Context: an optimization exercise on an open-source flow, tuned for small area. The choices shown serve that exercise and are no tape-out recipe.
The RTL was checked by simulation tests, not by an equivalence proof against the original design.

==> fjord <==
==> flow/design.v (excerpt) <==
module screen(input wire clk, input wire rst, output [3:0] vgaRed, output [3:0] vgaGreen,
    output [3:0] vgaBlue, output hsync, output vsync,
    input [2:0] color, input [3:0] blockcommand, input isenter, input choosing,
    input [4:0] keyboardcommand, input ischanged, input auto, output [15:0] led, output isdone);
export LEC_CHECK = 0
export CAP_MARGIN = 0
export CORE_MARGIN = 2
export CORE_UTILIZATION = 45
export CTS_BUF_LIST = sky130_fd_sc_hd__clkbuf_4
export GPL_TIMING_DRIVEN = 0
export PLACE_DENSITY = 0.6
export SLEW_MARGIN = 0
create_clock -name core_clock -period 16.0 [get_ports {clk}]
standard.sh (not shown) runs the stock make flow with config.mk's settings and CLKGATE_MAP_FILE= SYNTH_SCRIPT=/design/flow/synth_recipe.tcl, a recipe that flattens the netlist after the stock synthesis.
==> flow/flow/run.sh <==
#!/bin/bash
# Own layout flow: the standard synthesis, then an area re-mapping of the
# combinational logic (flip-flops untouched), then the standard flow from
# floorplan to finish with a lighter clock tree and port buffers.
set -euo pipefail
W=$(pwd)
F=$W/flow
YOSYS=${FLOW_HOME}/../tools/install/yosys/bin/yosys
[[ -x $YOSYS ]] || YOSYS=yosys
PLAT=${FLOW_PLATFORM:-sky130hd}
LIB=${FLOW_HOME}/platforms/$PLAT/lib/sky130_fd_sc_hd__tt_025C_1v80.lib
R=$W/orfs/results/$PLAT/screen/base

# 1. standard synthesis
bash standard.sh synth > $W/log_1_synth.txt 2>&1

# 2. area re-mapping of the logic between the flip-flops
cp $R/1_2_yosys.v $W/std_1_2_yosys.v
DU=$(sed -n '/DONT_USE_CELLS/,/^$/p' ${FLOW_HOME}/platforms/$PLAT/config.mk | grep -o 'sky130_fd_sc_hd__[A-Za-z0-9_]*' | sed 's/^/-dont_use /' | tr '\n' ' ')
sed -e "s|@LIB@|$LIB|g" -e "s|@IN@|$W/std_1_2_yosys.v|" -e "s|@TOP@|${FLOW_TOP:-screen}|" \
    -e "s|@ABC@|$F/area.abc|" -e "s|@OUT@|$W/reopt_1_2_yosys.v|g" -e "s|@DONTUSE@|$DU|" $F/reopt.ys > $W/reopt.ys
$YOSYS -s $W/reopt.ys > $W/log_2_reopt.txt 2>&1
cp $W/reopt_1_2_yosys.v $R/1_2_yosys.v
touch $R/1_2_yosys.v

# 3. the standard flow from the re-mapped netlist
bash standard.sh \
  "CTS_ARGS=-sink_clustering_enable -repair_clock_nets -buf_list sky130_fd_sc_hd__clkbuf_4 -dont_use_dummy_load -sink_clustering_size 6 -sink_clustering_max_diameter 60" \
  "BUFFER_PORTS_ARGS=-buffer_cell sky130_fd_sc_hd__buf_1" \
  finish > $W/log_3_finish.txt 2>&1
Other scripts of this flow, unchanged in this note and not shown: flow/flow/area.abc, flow/flow/reopt.ys
==> maple: changes against fjord <==
--- a/flow/config.mk
+++ b/flow/config.mk
@@ -9,6 +9,6 @@
 export CORE_MARGIN = 2
-export CORE_UTILIZATION = 45
+export CORE_UTILIZATION = 60
 export CTS_BUF_LIST = sky130_fd_sc_hd__clkbuf_4
 export GPL_TIMING_DRIVEN = 0
-export PLACE_DENSITY = 0.6
+export PLACE_DENSITY = 0.75
 export SLEW_MARGIN = 0
==> flow_summary.ini <==
[sta]
finClkSkew_ps = 153
relSlewSlack = 0.0661

[placed_design]
post-place-ws_ps = 4820

[outcome]
status = no timing/DRC/antenna violations

[grt]
use_met2 = 0.546
grt.met1_usage = 0.515
grt_max_degree = 40

[power_and_ir_drop]
power_uw = 2930

[route]
met2WireLength_um = 32100

[layout]
final_cell_mix = nand2_1 (288), nor2_1 (267), dfxtp_1 (233)
final_cells = 3010

[critical_path]
rr_endpoint = cub1.b[60]
rrSetupSlack_ps = 6970
-- figures above: fjord

==> flow_summary.ini <==
[route]
met2WireLength_um = 30000

[sta]
finClkSkew_ps = 126
relSlewSlack = -0.0257
finalMaxSlewViolations = 11

[outcome]
status = finished with violations
check.faults = max-capacitance violations, max-slew violations

[critical_path]
rr_endpoint = cub1.b[13]
rrSetupSlack_ps = 7460

[layout]
final_cells = 2869
final_cell_mix = nand2_1 (298), nor2_1 (297), dfxtp_1 (233)

[placed_design]
post-place-ws_ps = 4870

[grt]
grt_max_degree = 43

[run]
maxCapViolCount = 1
-- figures above: maple

-- separate check: timing with driven ports --
No port has a modelled driver above. Below, the same layouts with a new extraction and two added sets of constraints. Step 1, drivers: a clkbuf_16 drives clk and a buf_2 each remaining input, both assumed. Step 2 times the ports against the registers' clock, not the clock port: input delays grow and output delays shrink by t, the midpoint of the rising clock arrivals with the driver on. Slacks: no drivers / after step 1 / after step 2; pairs: no drivers / after step 1.
run | t, ns | slack for setup (ns) | clock arrival spread, ns | worst slew at a driven data input, ns | pins driven straight from the clock port
fjord | 0.790 | 4.564 / 4.517 / 4.612 | 0.160 / 0.160 | 0.04 | 1
maple | 0.739 | 3.939 / 3.892 / 4.631 | 0.126 / 0.126 | 0.03 | 1
